What follows belongs to an exercise in optimizing a design on an open flow for small area, a short achievable clock period and few clock cycles; a production flow would make more cautious choices. No functional check of the RTL was part of any run shown here. Power is estimated from default activity; no workload was simulated.

==> flow/design.v (outline; a module is shown in full before it is edited, if it fits) <==
// module LASER: 2691 lines
module LASER (
    input            CLK,
    input            RST,
    input      [3:0] X,
    input      [3:0] Y,
    output reg [3:0] C1X,
    output reg [3:0] C1Y,
    output reg [3:0] C2X,
    output reg [3:0] C2Y,
    output reg       DONE
);
  // ...
==> flow/flow/run.sh <==
#!/bin/bash
# The standard layout (standard.sh), with one change: the buffer that
# buffer_ports puts on every input and output port is sky130_fd_sc_hd__buf_2.
set -euo pipefail
bash standard.sh BUFFER_PORTS_ARGS="-buffer_cell sky130_fd_sc_hd__buf_2" finish > orfs_make.log 2>&1
==> flow/standard.sh <==
#!/bin/bash
# synth_recipe.tcl (not shown) runs the flow's synth.tcl, then flattens the netlist and writes it again
# the make line also repeats each setting of config.mk as NAME=value (left out here)
make -C /OpenROAD-flow-scripts/flow DESIGN_CONFIG=/design/flow/config.mk WORK_HOME=/design/flow/orfs CLKGATE_MAP_FILE= SYNTH_SCRIPT=/design/flow/synth_recipe.tcl "${@:-finish}"
==> flow/config.mk <==
export PLATFORM = sky130hd
export DESIGN_NAME = LASER
export DESIGN_NICKNAME = LASER
export VERILOG_FILES = /design/flow/design.v
export SDC_FILE = /design/flow/constraint.sdc
export NUM_CORES = 4
export LEC_CHECK = 0
export CAP_MARGIN = 20
export CORE_MARGIN = 2
export CORE_UTILIZATION = 40
export SLEW_MARGIN = 20
==> flow/constraint.sdc <==
create_clock -name core_clock -period 11.0 [get_ports {CLK}]
set_input_delay 2.2000 -clock core_clock [delete_from_list [all_inputs] [get_ports {CLK}]]
set_output_delay 2.2000 -clock core_clock [all_outputs]
set_load 0.01 [all_outputs]
==> impl_metrics.tcl, run 1 <==
set metrics [dict create \
    status "no timing/DRC/antenna violations" \
    grt-ovfl-total 0 \
    ys_top_cells_by_area "dfxtp_1, ha_1, fa_1, inv_1, a21oi_1" \
    ys.flop_type "dfxtp_1" \
    finalMaxSlewViolations 0 \
    grt_usage_pct 25.5 \
    synth_edf_count 33 \
    end_kind "flop" \
    synth_fa_ha_area_share_pct 28.6 \
    antenna_found_initial 12 \
    reg_top3 "tx (160), ty (160), tm (40)" \
    crit_top_cell "a21o_1" \
    synth-xor-area-share_pct 3.20 \
    hold_violations 0 \
    final_core_util_pct 43.6 \
    met1_usage_pct 35.1 \
    design.core.area_um2 202000 \
    multi_input_area_share_pct 62.1 \
    tritoncts "done" \
    largest_class "multi-input gates" \
    finalSetupViolCount 0 \
    rsz0062_at_grt "no" \
    whs_endpoint "eY[3]" \
    antenna_left 0 \
    final_cell_count_no_fill 12100 \
    finalInstanceArea_um2 87900 \
]
==> inputs of run 2 (changes only) <==
--- a/flow/design.v
+++ b/flow/design.v
@@ -31,24 +31,21 @@
       if (d == 5'd0)                       rclass = 3'b111;
       else if (d <= 5'd2 || d >= 5'd30)    rclass = 3'b110;
       else if (d == 5'd3 || d == 5'd29)    rclass = 3'b101;
       else if (d == 5'd4 || d == 5'd28)    rclass = 3'b100;
       else                                 rclass = 3'b000;
     end
   endfunction
   function [8:0] lohi(input [2:0] c, input [3:0] px, input full);
-    reg [4:0] lo, hi;
+    reg [2:0] wd; reg [4:0] lo, hi;
     begin
-      case (c[1:0])
-        2'd0:    begin lo = {1'b0, px};         hi = {1'b0, px};         end
-        2'd1:    begin lo = {1'b0, px} - 5'd2;  hi = {1'b0, px} + 5'd2;  end
-        2'd2:    begin lo = {1'b0, px} - 5'd3;  hi = {1'b0, px} + 5'd3;  end
-        default: begin lo = {1'b0, px} - 5'd4;  hi = {1'b0, px} + 5'd4;  end
-      endcase
+      wd = (c[1:0] == 2'd0) ? 3'd0 : {1'b0, c[1:0]} + 3'd1;
+      lo = {1'b0, px} - {2'b0, wd};
+      hi = {1'b0, px} + {2'b0, wd};
       lohi[8]   = full | c[2];
       lohi[7:4] = (full | lo[4]) ? 4'd0 : lo[3:0];
       lohi[3:0] = (full | hi[4]) ? 4'd15 : hi[3:0];
     end
   endfunction
   function [15:0] therm(input [2:0] c, input [3:0] px);
     reg w2, w3, w4; integer x;
     begin
@@ -64,16 +61,41 @@
     begin
       w2 = c[1] | c[0]; w3 = c[1]; w4 = c[1] & c[0];
       oh = 24'd0; oh[px + 4] = 1'b1;
       for (x = 0; x < 16; x = x + 1)
         rings[x] = c[2] & (oh[x+4] | (w2 & (oh[x+3] | oh[x+5] | oh[x+2] | oh[x+6]))
                        | (w3 & (oh[x+1] | oh[x+7])) | (w4 & (oh[x] | oh[x+8])));
     end
   endfunction
+  function [3:0] rclass4(input [3:0] y, input [3:0] p);
+    reg [4:0] d;
+    begin
+      d = {1'b0, y} - {1'b0, p};
+      rclass4[3] = (d <= 5'd4) | (d >= 5'd28);
+      rclass4[2] = (d <= 5'd3) | (d >= 5'd29);
+      rclass4[1] = (d <= 5'd2) | (d >= 5'd30);
+      rclass4[0] = (d == 5'd0);
+    end
+  endfunction
+  function [15:0] rings2(input [3:0] g, input [3:0] px, input full);
+    reg [3:0] ph, pl; reg [23:0] oh; reg G0, G2, G3, G4; integer k, x;
+    begin
+      for (k = 0; k < 4; k = k + 1) begin
+        ph[k] = full | (px[3:2] == k);
+        pl[k] = full | (px[1:0] == k);
+      end
+      oh = 24'd0;
+      for (k = 0; k < 16; k = k + 1) oh[k + 4] = ph[k / 4] & pl[k % 4];
+      G0 = full | g[3]; G2 = full | g[2]; G3 = full | g[1]; G4 = full | g[0];
+      for (x = 0; x < 16; x = x + 1)
+        rings2[x] = (G0 & oh[x+4]) | (G2 & (oh[x+3] | oh[x+5] | oh[x+2] | oh[x+6]))
+                  | (G3 & (oh[x+1] | oh[x+7])) | (G4 & (oh[x] | oh[x+8]));
+    end
+  endfunction
   reg [2:0] ca0;
   reg [2:0] ca1;
   reg [2:0] ca2;
   reg [2:0] ca3;
   reg [2:0] ca4;
   reg [2:0] ca5;
   reg [2:0] ca6;
   reg [2:0] ca7;
@@ -2567,71 +2589,86 @@
     cn9 <= sum9[5:0];
     cn10 <= sum10[5:0];
     cn11 <= sum11[5:0];
     cn12 <= sum12[5:0];
     cn13 <= sum13[5:0];
     cn14 <= sum14[5:0];
     cn15 <= sum15[5:0];
   end
-  wire td0_0 = (cn1 >= cn0);
-  wire [5:0] cd0_0 = td0_0 ? cn1 : cn0;
-  wire [3:0] id0_0 = td0_0 ? 4'd1 : 4'd0;
-  wire td0_1 = (cn3 >= cn2);
-  wire [5:0] cd0_1 = td0_1 ? cn3 : cn2;
-  wire [3:0] id0_1 = td0_1 ? 4'd3 : 4'd2;
-  wire td0_2 = (cn5 >= cn4);
-  wire [5:0] cd0_2 = td0_2 ? cn5 : cn4;
-  wire [3:0] id0_2 = td0_2 ? 4'd5 : 4'd4;
-  wire td0_3 = (cn7 >= cn6);
-  wire [5:0] cd0_3 = td0_3 ? cn7 : cn6;
-  wire [3:0] id0_3 = td0_3 ? 4'd7 : 4'd6;
-  wire td0_4 = (cn9 >= cn8);
-  wire [5:0] cd0_4 = td0_4 ? cn9 : cn8;
-  wire [3:0] id0_4 = td0_4 ? 4'd9 : 4'd8;
-  wire td0_5 = (cn11 >= cn10);
-  wire [5:0] cd0_5 = td0_5 ? cn11 : cn10;
-  wire [3:0] id0_5 = td0_5 ? 4'd11 : 4'd10;
-  wire td0_6 = (cn13 >= cn12);
-  wire [5:0] cd0_6 = td0_6 ? cn13 : cn12;
-  wire [3:0] id0_6 = td0_6 ? 4'd13 : 4'd12;
-  wire td0_7 = (cn15 >= cn14);
-  wire [5:0] cd0_7 = td0_7 ? cn15 : cn14;
-  wire [3:0] id0_7 = td0_7 ? 4'd15 : 4'd14;
-  wire td1_0 = (cd0_1 >= cd0_0);
-  wire [5:0] cd1_0 = td1_0 ? cd0_1 : cd0_0;
-  wire [3:0] id1_0 = td1_0 ? id0_1 : id0_0;
-  wire td1_1 = (cd0_3 >= cd0_2);
-  wire [5:0] cd1_1 = td1_1 ? cd0_3 : cd0_2;
-  wire [3:0] id1_1 = td1_1 ? id0_3 : id0_2;
-  wire td1_2 = (cd0_5 >= cd0_4);
-  wire [5:0] cd1_2 = td1_2 ? cd0_5 : cd0_4;
-  wire [3:0] id1_2 = td1_2 ? id0_5 : id0_4;
-  wire td1_3 = (cd0_7 >= cd0_6);
-  wire [5:0] cd1_3 = td1_3 ? cd0_7 : cd0_6;
-  wire [3:0] id1_3 = td1_3 ? id0_7 : id0_6;
+  wire d_0_ge10 = (cn1 >= cn0);
+  wire d_0_ge20 = (cn2 >= cn0);
+  wire d_0_ge21 = (cn2 >= cn1);
+  wire d_0_ge30 = (cn3 >= cn0);
+  wire d_0_ge31 = (cn3 >= cn1);
+  wire d_0_ge32 = (cn3 >= cn2);
+  wire d_0_s0 = ~d_0_ge10 & ~d_0_ge20 & ~d_0_ge30;
+  wire d_0_s1 = d_0_ge10 & ~d_0_ge21 & ~d_0_ge31;
+  wire d_0_s2 = d_0_ge20 & d_0_ge21 & ~d_0_ge32;
+  wire d_0_s3 = d_0_ge30 & d_0_ge31 & d_0_ge32;
+  wire [5:0] cd_0 = ({6{d_0_s0}} & cn0) | ({6{d_0_s1}} & cn1) | ({6{d_0_s2}} & cn2) | ({6{d_0_s3}} & cn3);
+  wire [3:0] id_0 = ({4{d_0_s0}} & 4'd0) | ({4{d_0_s1}} & 4'd1) | ({4{d_0_s2}} & 4'd2) | ({4{d_0_s3}} & 4'd3);
+  wire d_1_ge10 = (cn5 >= cn4);
+  wire d_1_ge20 = (cn6 >= cn4);
+  wire d_1_ge21 = (cn6 >= cn5);
+  wire d_1_ge30 = (cn7 >= cn4);
+  wire d_1_ge31 = (cn7 >= cn5);
+  wire d_1_ge32 = (cn7 >= cn6);
+  wire d_1_s0 = ~d_1_ge10 & ~d_1_ge20 & ~d_1_ge30;
+  wire d_1_s1 = d_1_ge10 & ~d_1_ge21 & ~d_1_ge31;
+  wire d_1_s2 = d_1_ge20 & d_1_ge21 & ~d_1_ge32;
+  wire d_1_s3 = d_1_ge30 & d_1_ge31 & d_1_ge32;
+  wire [5:0] cd_1 = ({6{d_1_s0}} & cn4) | ({6{d_1_s1}} & cn5) | ({6{d_1_s2}} & cn6) | ({6{d_1_s3}} & cn7);
+  wire [3:0] id_1 = ({4{d_1_s0}} & 4'd4) | ({4{d_1_s1}} & 4'd5) | ({4{d_1_s2}} & 4'd6) | ({4{d_1_s3}} & 4'd7);
+  wire d_2_ge10 = (cn9 >= cn8);
+  wire d_2_ge20 = (cn10 >= cn8);
+  wire d_2_ge21 = (cn10 >= cn9);
+  wire d_2_ge30 = (cn11 >= cn8);
+  wire d_2_ge31 = (cn11 >= cn9);
+  wire d_2_ge32 = (cn11 >= cn10);
+  wire d_2_s0 = ~d_2_ge10 & ~d_2_ge20 & ~d_2_ge30;
+  wire d_2_s1 = d_2_ge10 & ~d_2_ge21 & ~d_2_ge31;
+  wire d_2_s2 = d_2_ge20 & d_2_ge21 & ~d_2_ge32;
+  wire d_2_s3 = d_2_ge30 & d_2_ge31 & d_2_ge32;
+  wire [5:0] cd_2 = ({6{d_2_s0}} & cn8) | ({6{d_2_s1}} & cn9) | ({6{d_2_s2}} & cn10) | ({6{d_2_s3}} & cn11);
+  wire [3:0] id_2 = ({4{d_2_s0}} & 4'd8) | ({4{d_2_s1}} & 4'd9) | ({4{d_2_s2}} & 4'd10) | ({4{d_2_s3}} & 4'd11);
+  wire d_3_ge10 = (cn13 >= cn12);
+  wire d_3_ge20 = (cn14 >= cn12);
+  wire d_3_ge21 = (cn14 >= cn13);
+  wire d_3_ge30 = (cn15 >= cn12);
+  wire d_3_ge31 = (cn15 >= cn13);
+  wire d_3_ge32 = (cn15 >= cn14);
+  wire d_3_s0 = ~d_3_ge10 & ~d_3_ge20 & ~d_3_ge30;
+  wire d_3_s1 = d_3_ge10 & ~d_3_ge21 & ~d_3_ge31;
+  wire d_3_s2 = d_3_ge20 & d_3_ge21 & ~d_3_ge32;
+  wire d_3_s3 = d_3_ge30 & d_3_ge31 & d_3_ge32;
+  wire [5:0] cd_3 = ({6{d_3_s0}} & cn12) | ({6{d_3_s1}} & cn13) | ({6{d_3_s2}} & cn14) | ({6{d_3_s3}} & cn15);
+  wire [3:0] id_3 = ({4{d_3_s0}} & 4'd12) | ({4{d_3_s1}} & 4'd13) | ({4{d_3_s2}} & 4'd14) | ({4{d_3_s3}} & 4'd15);
   reg [5:0] gc0, gc1, gc2, gc3; reg [3:0] gi0, gi1, gi2, gi3;
   always @(posedge CLK) begin
-    gc0 <= cd1_0; gi0 <= id1_0;
-    gc1 <= cd1_1; gi1 <= id1_1;
-    gc2 <= cd1_2; gi2 <= id1_2;
-    gc3 <= cd1_3; gi3 <= id1_3;
+    gc0 <= cd_0; gi0 <= id_0;
+    gc1 <= cd_1; gi1 <= id_1;
+    gc2 <= cd_2; gi2 <= id_2;
+    gc3 <= cd_3; gi3 <= id_3;
   end
-  wire te0_0 = (gc1 >= gc0);
-  wire [5:0] ce0_0 = te0_0 ? gc1 : gc0;
-  wire [3:0] ie0_0 = te0_0 ? gi1 : gi0;
-  wire te0_1 = (gc3 >= gc2);
-  wire [5:0] ce0_1 = te0_1 ? gc3 : gc2;
-  wire [3:0] ie0_1 = te0_1 ? gi3 : gi2;
-  wire te1_0 = (ce0_1 >= ce0_0);
-  wire [5:0] ce1_0 = te1_0 ? ce0_1 : ce0_0;
-  wire [3:0] ie1_0 = te1_0 ? ie0_1 : ie0_0;
+  wire e_0_ge10 = (gc1 >= gc0);
+  wire e_0_ge20 = (gc2 >= gc0);
+  wire e_0_ge21 = (gc2 >= gc1);
+  wire e_0_ge30 = (gc3 >= gc0);
+  wire e_0_ge31 = (gc3 >= gc1);
+  wire e_0_ge32 = (gc3 >= gc2);
+  wire e_0_s0 = ~e_0_ge10 & ~e_0_ge20 & ~e_0_ge30;
+  wire e_0_s1 = e_0_ge10 & ~e_0_ge21 & ~e_0_ge31;
+  wire e_0_s2 = e_0_ge20 & e_0_ge21 & ~e_0_ge32;
+  wire e_0_s3 = e_0_ge30 & e_0_ge31 & e_0_ge32;
+  wire [5:0] ce_0 = ({6{e_0_s0}} & gc0) | ({6{e_0_s1}} & gc1) | ({6{e_0_s2}} & gc2) | ({6{e_0_s3}} & gc3);
+  wire [3:0] ie_0 = ({4{e_0_s0}} & gi0) | ({4{e_0_s1}} & gi1) | ({4{e_0_s2}} & gi2) | ({4{e_0_s3}} & gi3);
   reg [5:0] fc; reg [3:0] fi;
   always @(posedge CLK) begin
-    fc <= ce1_0; fi <= ie1_0;
+    fc <= ce_0; fi <= ie_0;
   end
   wire       take = fV & (fc >= bcnt);
   wire [5:0] nbc = take ? fc : bcnt;
   wire [3:0] nbx = take ? fi : bx;
   wire [3:0] nby = take ? fY : by;
   wire       pe  = fV & fL;                  
   assign     tk15 = pe & take;
   wire [3:0] ox = mv ? C2X : C1X;
==> run 2 against run 1 <==
Net effect:
- via count down 7.7%
- clock-buffer cell count rose by 2
- clock skew is 21 ps lower
- fmax up 17%
- critical path depth shrank 4
- die area is 3.2% lower
- highest routed layer is now met5
- largest power group unchanged
- worst setup slack gained 690 ps
==> impl_metrics.tcl, run 2 <==
set metrics [dict create \
    htreeDepth 3 \
    synth_cell_types 83 \
    crit_top_cell "fa_1" \
    peakVddDrop_mv 0.174 \
    hold_ws_ps 322 \
    r2r_slack_ps 6900 \
    final_common_cell "inv_1" \
    ys_top_cells_by_area "dfxtp_1, ha_1, fa_1, inv_1, a21oi_1" \
    post_cts_resized 0 \
    post-route-min-period_ps 4100 \
    die-area_um2 199000 \
    dp_hpwl_mm 216 \
    grt-ovfl-total 0 \
    cp.buffers_inverters 2 \
    grt_pass1_vias 62200 \
    max_cap_viol_count 0 \
    postCtsSetupRepairBufs 0 \
    synth_nets 10300 \
    drc_errors 0 \
    wl_mm 263 \
    clk_pin_slew_worst_paths_ps 60 \
    synthCells 8581 \
    synth.cell_area_um2 78400 \
    whs_path_depth 0 \
    end_kind "flop" \
    slew_headroom_pct 24.5 \
    finalSetupViolCount 0 \
    fin_skew_ps 37.9 \
    ios 27 \
    path_class "reg2reg" \
    cellPowerDensity_nw_per_um2 214 \
    fin_crit_sh_pct 37.3 \
    grt_pass1_wl_mm 394 \
    final_core_util_pct 44.1 \
    ys.flop_type "dfxtp_1" \
    area_growth_syn_to_layout_pct 9.61 \
    rr_endpoint "r9_1_2" \
    rsz0062_at_grt "no" \
    start_kind "flop" \
    synth_top_area_cell "dfxtp_1" \
    synth_seq_cells 1013 \
    drt_iter0_drc 5863 \
    required_ps 11630 \
    finalMaxSlewViolations 0 \
    worstRegToRegCells 14 \
    nets 10300 \
    synth_common_cells "inv_1, ha_1, dfxtp_1" \
    antenna_left 0 \
    synth_seq_area_share_pct 26.3 \
    crit_path_top_delay_cell "fa_1" \
    numCtsBuffers 112 \
    cp.arrival_ps 4730 \
    synth_top_area_share_pct 25.0 \
    timing.fmax_mhz 244 \
    grt_usage_pct 26.2 \
    yosys_warnings 1 \
    p_leak_nw 40.5 \
    tritoncts "done" \
    routabilityCongestion 1.03 \
    tightest_slew_ps 1130 \
    synthArstFlopShare_pct 0 \
    cts_buffer_depth 3 \
    reg_top3 "tx (160), ty (160), tm (40)" \
    holdBufCountCts 0 \
    max_stage_delay_ps 560 \
    die_w_um 447 \
    drive_gt1_share_pct 4.29 \
    final_cell_mix "inv_1, ha_1, dfxtp_1, fa_1, nor2_1" \
    tns_ps 0 \
    cts_root_buf "clkbuf_16" \
    clock_sinks 1013 \
    start_util_pct 40.2 \
    status "no timing/DRC/antenna violations" \
    holdCritStartpoint "eY[2]" \
    die_h_um 447 \
    rows 162 \
    crit_fanout 8 \
    vias_per_cell 5.51 \
    num_vias 62600 \
    synth_edf_count 33 \
    design.core.area_um2 195000 \
    reg2reg_from "ca24[0]" \
    synth_most_common_cell "inv_1" \
    cp_top_family "adder cells" \
    whs_endpoint "fY[2]" \
    dr.pass1.iters 7 \
    path_cells "inv_1, ha_1, inv_1, fa_1, nor2b_1, o21ai_0, nand2b_1, a21oi_1, nor2_1, o21ai_0, a31oi_1, a21boi_0, fa_1, fa_1" \
    hold_violations 0 \
    io_buffers 26 \
    grt_max_degree 61 \
    wl_per_cell_um 23.2 \
    clock_latency_ps 780 \
    avgSynthCellArea_um2 9.13 \
    antenna_found_initial 12 \
    worstHoldPathType "reg2reg" \
]
## run 2: metrics by stage
step | power [mW] | setup slack (ps) | cells | instance area [µm²]
2_1_floorplan | 10.8 | 6700 | 8581 | 78400
3_3_place_gp | 13.7 | 6880 | 11200 | 81600
3_5_place_dp | 13.9 | 6940 | 11200 | 81600
4_1_cts | 18.2 | 6950 | 11400 | 85900
5_1_grt | 19.6 | 6530 | 11400 | 85900
6_report | 18.4 | 6900 | 11400 | 85900
## run 2: final cells by class
class                   count  area, µm²
well taps                2624       3280
diodes                      3       7.51
clock buffers             138       3110
inverters                1171       4410
repair buffers             59        400
clock inverters            73       1090
flip-flops and latches   1013      20600
fillers                 18600     109000
multi-input cells        6286      53000
## run 2: worst max path at each step
stage                  from  endpoint  slack (ps)  cells after the start
floorplan             yq[1]   ca11[0]        6700                      7
finish              ca24[0]    r9_1_2        6900                     14
global placement    ca27[0]    r2_0_3        6880                     12
CTS                 ca27[0]    r9_0_3        6950                     14
detailed placement  ca27[0]    r9_0_3        6940                     14
global route        ca27[0]    r1_0_3        6530                     12
## run 2: where the power goes
group | total (mW) | switching (mW) | internal, mW
Sequential | 5.00 | 0.650 | 4.35
Combinational | 9.07 | 5.59 | 3.48
Clock | 4.28 | 1.75 | 2.53
## run 2: logic make-up (layout without fill, tap and decap cells)
logic type | count (synthesis) | after routing | share of synthesized area [%]
xor+xnor | 358 | 358 | 4.00
mux | 68 | 68 | 0.915
flops | 1013 | 1013 | 26.3
fa+ha+maj | 1686 | 1686 | 33.1
other cells | 0 | 3 | 0
buf+inv | 1282 | 1441 | 6.16
simple gates | 2182 | 2182 | 13.2
compound gates | 1992 | 1992 | 16.3
## run 2: per-layer routing
layer  part of all wire, %  global-route usage, %  vias to the layer above
met1                    45                   36.4                    30600
met4                   4.5                   10.9                        2
met2                    44                   41.0                     2180
li1                      -                      -                    29400
met3                   6.3                   3.40                      433
met5                0.0030                      0                        -
## run 2: worst register-to-register path, cell delays in order (launching register included)
cell,delay (ps)
dfxtp_1,330
inv_1,50
ha_1,350
inv_1,100
fa_1,430
nor2b_1,150
o21ai_0,210
nand2b_1,120
a21oi_1,520
nor2_1,180
o21ai_0,160
a31oi_1,110
a21boi_0,240
fa_1,560
fa_1,450

separate check: timing with driven ports:
In the flow no input, the clock included, has a driving cell. The finished layouts below were timed again as built, in two steps. Step 1 assumes that a clkbuf_16 drives the clock port and a buf_2 every other input. Step 2, shift: input delay + t, output delay - t, t = (earliest + latest rising clock arrival at the registers) / 2. This alone moves slack from input paths to output paths. a / b / c = ideal ports / drivers / drivers and shift; a / b = the first two.
run	shift t [ns]	setup WS [ns]	worst setup path after step 2	worst register clock-pin slew, ns	cell pins on the clock port's net
run 1	0.861	6.206 / 6.206 / 6.206	register to register	0.07 / 0.07	1
run 2	0.842	6.898 / 6.898 / 6.898	register to register	0.07 / 0.07	1
After both steps every run listed still meets setup and hold.
